Source: an optimization exercise on an open RTL-to-GDS flow (aim: small area and a short achievable clock period). Production flows keep margins and buffers that such runs may drop.
No run shown here included a check of the RTL's function; only the layout flow was run.

==> flow/design.v (outline; a module is shown in full before it is edited, if it fits) <==
// module HarmonicMean: 74 lines
// module hm_divrow: 694 lines
// module hm_mul16lo: 418 lines
// module hm_sum4: 15 lines
module HarmonicMean (
    input wire clk,
    input wire reset,
    input wire [15:0] data1,
    input wire [15:0] data2,
    input wire [15:0] data3,
    input wire [15:0] data4,
    input wire data_valid1,
    input wire data_valid2,
    input wire data_valid3,
    input wire data_valid4,
    output wire [15:0] harmonic_mean,
    output reg data_ready
);
  // ...
==> flow/flow/run.sh <==
#!/bin/bash
# Standard synthesis, then full-adder polarity clean-up on its netlist, then the
# standard layout from that netlist. Each tool's output goes to its own log here.
set -euo pipefail
R=orfs/results/$FLOW_PLATFORM/HarmonicMean/base
bash standard.sh synth > synth.log 2>&1
cp $R/1_2_yosys.v 1_2_yosys.standard.v
python3 flow/fapol.py 1_2_yosys.standard.v $R/1_2_yosys.v > fapol.log 2>&1
bash standard.sh finish SETUP_SLACK_MARGIN=32 "BUFFER_PORTS_ARGS=-buffer_cell sky130_fd_sc_hd__buf_2" > layout.log 2>&1
==> flow/flow/fapol.py <==
#!/usr/bin/env python3
"""Flips the polarity of full-adder cells in a Yosys netlist to remove inverters.

A full adder is self-dual: fa(~a, ~b, ~c) = (~cout, ~sum). Flipping one takes the
complements of its inputs (reusing inverters already there) and complements its
outputs (absorbing the inverters on them). A flip is kept when it lowers the
inverter count. usage: fapol.py in.v out.v
"""
import re, sys
from collections import defaultdict

src = open(sys.argv[1]).read()
mod_m = re.search(r'^module\s+(\w+)\s*\((.*?)\);', src, re.S | re.M)
body_start = mod_m.end()
end_idx = src.rindex('endmodule')
body = src[body_start:end_idx]

inst_re = re.compile(r'^\s*(sky130_fd_sc_hd__\w+)\s+(\S+)\s*\((.*?)\);', re.S | re.M)
pin_re = re.compile(r'\.(\w+)\(([^()]*)\)')
insts = {}
order = []
for m in inst_re.finditer(body):
    typ, name, pins = m.group(1), m.group(2), m.group(3)
    insts[name] = {'type': typ, 'pins': {p: n.strip() for p, n in pin_re.findall(pins)}}
    order.append(name)
other = inst_re.sub('', body)  # declarations and assigns
assert 'assign' not in other or True
ports_out = set()
for m in re.finditer(r'^\s*output\s+(\[\d+:\d+\]\s+)?(\S+)\s*;', body, re.M):
    rng, nm = m.group(1), m.group(2)
    if rng:
        a, b = map(int, re.findall(r'\d+', rng))
        for i in range(min(a, b), max(a, b) + 1):
            ports_out.add(f'{nm}[{i}]')
    else:
        ports_out.add(nm)
assigns = re.findall(r'^\s*assign\s+(.*?)\s*=\s*(.*?);', other, re.M)
assign_nets = set()
for l, r in assigns:
    assign_nets.add(l.strip()); assign_nets.add(r.strip())

def is_inv(t): return re.fullmatch(r'sky130_fd_sc_hd__(clk)?inv_\d+', t) is not None
def is_fa(t): return re.fullmatch(r'sky130_fd_sc_hd__fa_\d+', t) is not None
OUTPINS = {'X', 'Y', 'Q', 'Q_N', 'COUT', 'SUM', 'HI', 'LO'}

def norm(n):
    return n.replace(' ', '')

def maps():
    drv, loads = {}, defaultdict(list)
    for nm, ins in insts.items():
        for p, n in ins['pins'].items():
            if not n: continue
            k = norm(n)
            if p in OUTPINS: drv[k] = (nm, p)
            else: loads[k].append((nm, p))
    return drv, loads

cnt = [0]
newwires = []
def fresh():
    cnt[0] += 1
    w = f'fapol_n{cnt[0]}'
    newwires.append(w)
    return w
def new_inv(a, y):
    cnt[0] += 1
    nm = f'fapol_i{cnt[0]}'
    insts[nm] = {'type': 'sky130_fd_sc_hd__inv_1', 'pins': {'A': a, 'Y': y}}
    return nm

def protected(n):
    return norm(n) in ports_out or norm(n) in assign_nets

def delta(f, drv, loads):
    ins = insts[f]['pins']
    d = 0
    seen = set()
    for p in ('A', 'B', 'CIN'):
        n = norm(ins[p])
        if n in seen: continue
        seen.add(n)
        dv = drv.get(n)
        if dv and is_inv(insts[dv[0]]['type']):
            ld = loads[n]
            if all(x[0] == f for x in ld) and not protected(n): d -= 1
        elif any(is_inv(insts[x[0]]['type']) for x in loads[n]):
            pass
        else:
            d += 1
    for p in ('SUM', 'COUT'):
        n = norm(ins.get(p, ''))
        if not n: continue
        ld = loads[n]
        k = [x for x in ld if is_inv(insts[x[0]]['type'])]
        rest = [x for x in ld if not is_inv(insts[x[0]]['type'])]
        d -= len([x for x in k if not protected(insts[x[0]]['pins']['Y'])])
        if rest or protected(n): d += 1
    return d

def flip(f, drv, loads):
    ins = insts[f]['pins']
    comp = {}
    for p in ('A', 'B', 'CIN'):
        n = norm(ins[p])
        if n in comp:
            ins[p] = comp[n]; continue
        dv = drv.get(n)
        if dv and is_inv(insts[dv[0]]['type']):
            c = insts[dv[0]]['pins']['A']
        else:
            invs = [x for x in loads[n] if is_inv(insts[x[0]]['type'])]
            if invs:
                c = insts[invs[0][0]]['pins']['Y']
            else:
                c = fresh(); new_inv(ins[p], c)
        comp[n] = c
        ins[p] = c
    for p in ('SUM', 'COUT'):
        n = ins.get(p, '')
        if not n or not n.strip(): continue
        nn = fresh()
        ins[p] = nn
        new_inv(nn, n)

def cleanup():
    changed = True
    while changed:
        changed = False
        drv, loads = maps()
        for nm in list(insts):
            ins = insts.get(nm)
            if ins is None or not is_inv(ins['type']): continue
            y = norm(ins['pins']['Y'])
            if not loads[y] and not protected(y):
                del insts[nm]; changed = True; continue
            a = norm(ins['pins']['A'])
            dv = drv.get(a)
            if dv and is_inv(insts[dv[0]]['type']) and not protected(y):
                m = insts[dv[0]]['pins']['A']
                for (ln, lp) in loads[y]:
                    insts[ln]['pins'][lp] = m
                del insts[nm]; changed = True
        if changed: continue
        # merge inverters on the same input
        byin = defaultdict(list)
        for nm, ins in insts.items():
            if is_inv(ins['type']): byin[norm(ins['pins']['A'])].append(nm)
        for a, lst in byin.items():
            if len(lst) < 2: continue
            keep = lst[0]
            ky = insts[keep]['pins']['Y']
            for nm in lst[1:]:
                y = norm(insts[nm]['pins']['Y'])
                if protected(y): continue
                for (ln, lp) in loads[y]:
                    insts[ln]['pins'][lp] = ky
                del insts[nm]; changed = True
            if changed: break

def ninv():
    return sum(1 for i in insts.values() if is_inv(i['type']))

cleanup()
before = ninv()
it = 0
while True:
    drv, loads = maps()
    best, bd = None, 0
    for nm, ins in insts.items():
        if is_fa(ins['type']):
            d = delta(nm, drv, loads)
            if d < bd: best, bd = nm, d
    if best is None: break
    flip(best, drv, loads)
    cleanup()
    it += 1
after = ninv()
print(f'fapol: {it} flips, inverters {before} -> {after}', file=sys.stderr)

# write out
def fmt(n):
    n = n.strip()
    return n + ' ' if n.startswith('\\') else n
used = set()
for ins in insts.values():
    for n in ins['pins'].values(): used.add(norm(n))
lines = []
decl = other
wires = ''.join(f'  wire {w};\n' for w in newwires if w in used)
out = src[:body_start] + decl.rstrip('\n') + '\n' + wires
for nm, ins in insts.items():
    pins = ',\n'.join(f'    .{p}({fmt(n)})' for p, n in ins['pins'].items())
    out += f'  {ins["type"]} {nm} (\n{pins}\n  );\n'
out += 'endmodule\n' + src[end_idx + len('endmodule'):].lstrip('\n')
open(sys.argv[2], 'w').write(out)
==> flow/standard.sh <==
#!/bin/bash
# synth_recipe.tcl (not shown) runs the flow's synth.tcl, then flattens the netlist and writes it again
# the make line also repeats each setting of config.mk as NAME=value (left out here)
make -C /OpenROAD-flow-scripts/flow DESIGN_CONFIG=/design/flow/config.mk WORK_HOME=/design/flow/orfs CLKGATE_MAP_FILE= SYNTH_SCRIPT=/design/flow/synth_recipe.tcl "${@:-finish}"
==> flow/config.mk <==
export PLATFORM = sky130hd
export DESIGN_NAME = HarmonicMean
export DESIGN_NICKNAME = HarmonicMean
export VERILOG_FILES = /design/flow/design.v
export SDC_FILE = /design/flow/constraint.sdc
export NUM_CORES = 4
export LEC_CHECK = 0
export ABC_AREA = 1
export CAP_MARGIN = 20
export CORE_MARGIN = 2
export CORE_UTILIZATION = 40
export SLEW_MARGIN = 20
==> flow/constraint.sdc <==
create_clock -name core_clock -period 56.0 [get_ports {clk}]
set_input_delay 11.2000 -clock core_clock [delete_from_list [all_inputs] [get_ports {clk}]]
set_output_delay 11.2000 -clock core_clock [all_outputs]
set_load 0.01 [all_outputs]
==> summary.md, run 1 <==
| Metric | Value |
|---|---|
| Status | timing/DRC/antenna clean |
| Wire per inst | 17.05 um |
| Sequential share of cell area | 3.928% |
| Top cell by count, worst path | nand2_1 |
| Critical path data arrival time | 12.46 ns |
| Non-clock buffer share | 6.902% |
| Final worst slack | 32.34 ns |
| Crit Path Max Fanout | 12 |
| Period minus WS final | 23.66 ns |
| Synth warnings | 1 |
| Met3 usage | 1.672% |
| Dpl ws | 30.45 ns |
| Commonest non-fill, non-tap cell in the layout | nand2_1 |
| Reg clk slew, reported paths | 0.06 ns |
| Top flop regs | den_q x16, rem_q x16, qhi_q x3 |
| FF/Latch Area | 917.1 um2 |
| Largest net degree at the start of global routing | 37 |
| Fillers | 4916 |
| GPL Wtd Cong | 0.9053 |
| Hpwl dp | 47010 um |
| Vias in the first global route | 19950 |
| Detailed Route WL | 64320 um |
| Min Hold Slack | 0.4841 ns |
==> module HarmonicMean, before the edit <==
module HarmonicMean (
    input wire clk,
    input wire reset,
    input wire [15:0] data1,
    input wire [15:0] data2,
    input wire [15:0] data3,
    input wire [15:0] data4,
    input wire data_valid1,
    input wire data_valid2,
    input wire data_valid3,
    input wire data_valid4,
    output wire [15:0] harmonic_mean,
    output reg data_ready
);
wire [15:0] p12, p34, hm_num, hm_den;
hm_mul16lo u_m12 (.a(data1), .b(data2), .p(p12));
hm_mul16lo u_m34 (.a(data3), .b(data4), .p(p34));
hm_mul16lo u_mn (.a(p12), .b(p34), .p(hm_num));
hm_sum4 u_sum (.a(data1), .b(data2), .c(data3), .d(data4), .s(hm_den));
wire all_valid = data_valid1 & data_valid2 & data_valid3 & data_valid4;
wire [15:13] qa;
wire [15:0] a_r15;
hm_divrow #(.I(15)) u_a_row15 (.r(hm_num), .d(hm_den), .q(qa[15]), .rn(a_r15));
wire [15:0] a_r14;
hm_divrow #(.I(14)) u_a_row14 (.r(a_r15), .d(hm_den), .q(qa[14]), .rn(a_r14));
wire [15:0] a_r13;
hm_divrow #(.I(13)) u_a_row13 (.r(a_r14), .d(hm_den), .q(qa[13]), .rn(a_r13));
reg [15:0] rem_q;
reg [15:0] den_q;
reg [15:13] qhi_q;
always @(posedge clk or posedge reset) begin
    if (reset) begin
        rem_q <= 16'd0;
        den_q <= 16'd1;
        qhi_q <= 0;
        data_ready <= 1'b0;
    end else begin
        if (all_valid) begin
            rem_q <= a_r13;
            den_q <= hm_den;
            qhi_q <= qa;
        end
        data_ready <= all_valid;
    end
end
wire [12:0] qb;
wire [15:0] b_r12;
hm_divrow #(.I(12)) u_b_row12 (.r(rem_q), .d(den_q), .q(qb[12]), .rn(b_r12));
wire [15:0] b_r11;
hm_divrow #(.I(11)) u_b_row11 (.r(b_r12), .d(den_q), .q(qb[11]), .rn(b_r11));
wire [15:0] b_r10;
hm_divrow #(.I(10)) u_b_row10 (.r(b_r11), .d(den_q), .q(qb[10]), .rn(b_r10));
wire [15:0] b_r9;
hm_divrow #(.I(9)) u_b_row9 (.r(b_r10), .d(den_q), .q(qb[9]), .rn(b_r9));
wire [15:0] b_r8;
hm_divrow #(.I(8)) u_b_row8 (.r(b_r9), .d(den_q), .q(qb[8]), .rn(b_r8));
wire [15:0] b_r7;
hm_divrow #(.I(7)) u_b_row7 (.r(b_r8), .d(den_q), .q(qb[7]), .rn(b_r7));
wire [15:0] b_r6;
hm_divrow #(.I(6)) u_b_row6 (.r(b_r7), .d(den_q), .q(qb[6]), .rn(b_r6));
wire [15:0] b_r5;
hm_divrow #(.I(5)) u_b_row5 (.r(b_r6), .d(den_q), .q(qb[5]), .rn(b_r5));
wire [15:0] b_r4;
hm_divrow #(.I(4)) u_b_row4 (.r(b_r5), .d(den_q), .q(qb[4]), .rn(b_r4));
wire [15:0] b_r3;
hm_divrow #(.I(3)) u_b_row3 (.r(b_r4), .d(den_q), .q(qb[3]), .rn(b_r3));
wire [15:0] b_r2;
hm_divrow #(.I(2)) u_b_row2 (.r(b_r3), .d(den_q), .q(qb[2]), .rn(b_r2));
wire [15:0] b_r1;
hm_divrow #(.I(1)) u_b_row1 (.r(b_r2), .d(den_q), .q(qb[1]), .rn(b_r1));
wire [15:0] b_r0;
hm_divrow #(.I(0)) u_b_row0 (.r(b_r1), .d(den_q), .q(qb[0]), .rn(b_r0));
assign harmonic_mean = {qhi_q, qb};
endmodule
==> inputs of run 2 (changes only) <==
--- a/flow/design.v
+++ b/flow/design.v
@@ -20,3 +20,3 @@
 wire all_valid = data_valid1 & data_valid2 & data_valid3 & data_valid4;
-wire [15:13] qa;
+wire [15:14] qa;
 wire [15:0] a_r15;
@@ -25,7 +25,5 @@
 hm_divrow #(.I(14)) u_a_row14 (.r(a_r15), .d(hm_den), .q(qa[14]), .rn(a_r14));
-wire [15:0] a_r13;
-hm_divrow #(.I(13)) u_a_row13 (.r(a_r14), .d(hm_den), .q(qa[13]), .rn(a_r13));
 reg [15:0] rem_q;
 reg [15:0] den_q;
-reg [15:13] qhi_q;
+reg [15:14] qhi_q;
 always @(posedge clk or posedge reset) begin
@@ -38,3 +36,3 @@
         if (all_valid) begin
-            rem_q <= a_r13;
+            rem_q <= a_r14;
             den_q <= hm_den;
@@ -45,5 +43,7 @@
 end
-wire [12:0] qb;
+wire [13:0] qb;
+wire [15:0] b_r13;
+hm_divrow #(.I(13)) u_b_row13 (.r(rem_q), .d(den_q), .q(qb[13]), .rn(b_r13));
 wire [15:0] b_r12;
-hm_divrow #(.I(12)) u_b_row12 (.r(rem_q), .d(den_q), .q(qb[12]), .rn(b_r12));
+hm_divrow #(.I(12)) u_b_row12 (.r(b_r13), .d(den_q), .q(qb[12]), .rn(b_r12));
 wire [15:0] b_r11;
--- a/flow/flow/run.sh
+++ b/flow/flow/run.sh
@@ -8,2 +8,2 @@
 python3 flow/fapol.py 1_2_yosys.standard.v $R/1_2_yosys.v > fapol.log 2>&1
-bash standard.sh finish SETUP_SLACK_MARGIN=32 "BUFFER_PORTS_ARGS=-buffer_cell sky130_fd_sc_hd__buf_2" > layout.log 2>&1
+bash standard.sh finish SETUP_SLACK_MARGIN=30 "BUFFER_PORTS_ARGS=-buffer_cell sky130_fd_sc_hd__buf_2" > layout.log 2>&1
==> run 2 against run 1 <==
  * Still clean
  * Area after synthesis up 6.3%
  * Design area down 4.2%
  * First-iteration DRC count down 5.8%
  * Critical path type unchanged
  * Largest cell class unchanged
==> summary.md, run 2 <==
| Metric | Value |
|---|---|
| # nets final | 3431 (was 3515) |
| Period minus WS final | 24.70 ns (was 23.66 ns) |
| Largest net degree at the start of global routing | 43 (was 37) |
| CP Class | reg2out (unchanged) |
| Detailed Route WL | 61540 um (was 64320 um) |
| Setup_tns | 0 ns (unchanged) |
| Final Setup Violations | 0 (unchanged) |
| Die area | 54660 um2 (was 51480 um2) |
| Global-route usage over all layers | 22.45% (was 24.40%) |
| Clk sinks | 35 (was 36) |
| Post-route ant nets | 0 (unchanged) |
| RSZ-0062 raised after global routing | no (was yes) |
| Most frequent cells in the layout | nand2_1 (932), inv_1 (325), nand3_1 (318) (was nand2_1 (948), fa_1 (315), inv_1 (311)) |
| Max Cap Viol | 0 (unchanged) |
| Slew @ Worst Pin | 1.068 ns (was 0.8983 ns) |
| Via count | 19230 (was 20280) |
| Ant. Diodes | 0 (unchanged) |
| Max_slew headroom | 28.75% (was 39.48%) |
| Final hold vios | 0 (unchanged) |
| Initial Util | 40.35% (was 40.60%) |
| Setup crit start kind | register (unchanged) |
| Crit path required time | 44.80 ns (about the same) |
| Post-Syn Nets | 3393 (was 3402) |
| Maximum clock rate | 0.04049 GHz (was 0.04226 GHz) |
| GRT overflow | 0 (unchanged) |
| GPL Wtd Cong | 0.8551 (was 0.9053) |
| Bufs on Longest Clock Path | 2 (unchanged) |
| Crit Path Max Fanout | 15 (was 12) |
| Die Height | 233.8 um (was 226.9 um) |
| CTS tree | built (unchanged) |
| Area post-placement | 21500 um2 (was 20620 um2) |
| Top cell by count, worst path | nand2_1 (unchanged) |
| Vias per cell | 5.179 (was 5.374) |
| # rows | 84 (was 81) |
| Total core area | 52340 um2 (was 48950 um2) |
| Io pins | 87 (unchanged) |
| Initial antenna violation count | 0 (unchanged) |
| Critical path data arrival time | 13.50 ns (was 12.46 ns) |
| Area Growth Syn to Fin | 5.865% (was 17.50%) |
| Family with the most delay on the worst path | simple AND/OR/NAND/NOR gates (unchanged) |
| Vias in the first global route | 18800 (was 19950) |
| Slowest-stage cell, CP | dfrtp_1 (unchanged) |
| Synth warnings | 1 (unchanged) |
| Clock latency (worst-skew pair) | 0.28 ns (about the same) |
| Mapped Avg Cell Area | 7.073 um2 (was 6.635 um2) |
| Cell Area, Synth | 21120 um2 (was 19870 um2) |
| Reg clk slew, reported paths | 0.06 ns (about the same) |
| CP max stage delay | 0.39 ns (was 0.37 ns) |
| Hold buffer count at CTS | 0 (unchanged) |
| Die X | 233.8 um (was 226.9 um) |
| Util after Layout | 42.72% (was 47.70%) |
| First-pass GRT wire length | 98460 um (was 100800 um) |
| Clock Skews | 0 ns (unchanged) |
| Layout cells sized above 1 | 18.74% (was 21.65%) |
| Root buf cell | clkbuf_16 (unchanged) |
| CTS Buf Count | 5 (unchanged) |
| Flop2flop setup slack | 54.10 ns (was 54.18 ns) |
| Mapped Cells | 2986 (was 2995) |
| PortBufs | 86 (unchanged) |
| Commonest non-fill, non-tap cell in the layout | nand2_1 (unchanged) |
| Period utilization | 44.10% (was 42.25%) |
| Top flop regs | den_q x16, rem_q x16, qhi_q x2 (was den_q x16, rem_q x16, qhi_q x3) |
| DRC Markers | 0 (unchanged) |
| Pre-antenna DRT Iters | 7 (unchanged) |
| Slew Limit Fails | 0 (unchanged) |
| Hpwl dp | 47580 um (was 47010 um) |
| Design area | 22360 um2 (was 23350 um2) |
| Wire per inst | 16.57 um (was 17.05 um) |
| H-tree Lvls | 2 (unchanged) |
| Setup crit end kind | output pin (unchanged) |
| WP buf/inv | 18 (was 12) |
| Min Hold Slack | 0.5559 ns (was 0.4841 ns) |
| Status | timing/DRC/antenna clean (unchanged) |
| Tightest Hold Check Type | reg2reg (unchanged) |
| Initial drt markers | 1321 (was 1402) |
==> run 2: what timing repair did <==
| item | in CTS | in global routing |
|---|---|---|
| endpoints found under the setup margin | 1 | 2 |
| resized for setup | 1 | 53 |
| cloned | 0 | 7 |
| buffers inserted | 0 | 42 |
| pin swaps | 0 | 26 |
==> run 2: area by class of cell <==
class	count	area, um2
clock buffer	6	138.9
clock inverter	2	35.03
fill	5549	29980
inverter	390	1519
multi-input combinational	2445	17930
sequential	35	888.4
tap	688	860.8
timing repair buffer	147	985.9
==> run 2: routing by layer <==
layer,vias up,routed length [um],track usage (%)
met5,-,0,0
met2,589,29710,38.94
met4,0,1027,4.411
li1,9393,-,-
met3,74,3408,1.143
met1,9173,27400,31.15
==> run 2: worst paths after layout <==
path | from | end | cells past startpoint
max | den_q[8] | harmonic_mean[0] | 116
min | rem_q[0] | rem_q[0] | 2
max reg2reg | den_q[5] | den_q[5] | 3
min reg2reg | rem_q[0] | rem_q[0] | 2
max in group asynchronous | reset | den_q[9] | 3
min in group asynchronous | reset | data_ready | 3
==> run 2: through the flow <==
stage	std cells	setup slack [ns]
4_1_cts	3663	30.30
5_1_grt	3713	29.97
2_1_floorplan	2986	33.79
3_3_place_gp	3655	30.28
3_5_place_dp	3655	30.33
6_report	3713	31.30
==> run 2: worst register-to-register path: stages (launching register included) <==
cell     delay, ns
dfrtp_1       0.42
buf_4         0.27
inv_1         0.82
o21ai_0       0.23

## afterwards: timing with drivers on the ports
Ports are ideal in the flow. The routed layouts listed here were re-timed in OpenROAD. Step 1 sets driving cells, clkbuf_16 on the clock port and buf_2 on the other inputs (assumed; they add their load-dependent delay and slew). Step 2, shift: input delay + t, output delay - t, t = (earliest + latest rising clock arrival at the registers) / 2. This alone moves slack from input paths to output paths. Slacks: ideal ports / drivers / drivers and shift; pairs: ideal ports / drivers.
| run | shift t [ns] | slack for setup (ns) | worst hold slack (ns) |
|---|---|---|---|
| run 1 | 0.329 | 32.339 / 32.290 / 32.470 | 0.484 / 0.484 / 0.484 |
| run 2 | 0.328 | 31.302 / 31.255 / 31.583 | 0.556 / 0.556 / 0.556 |
After both steps setup and hold are still met in every run listed.
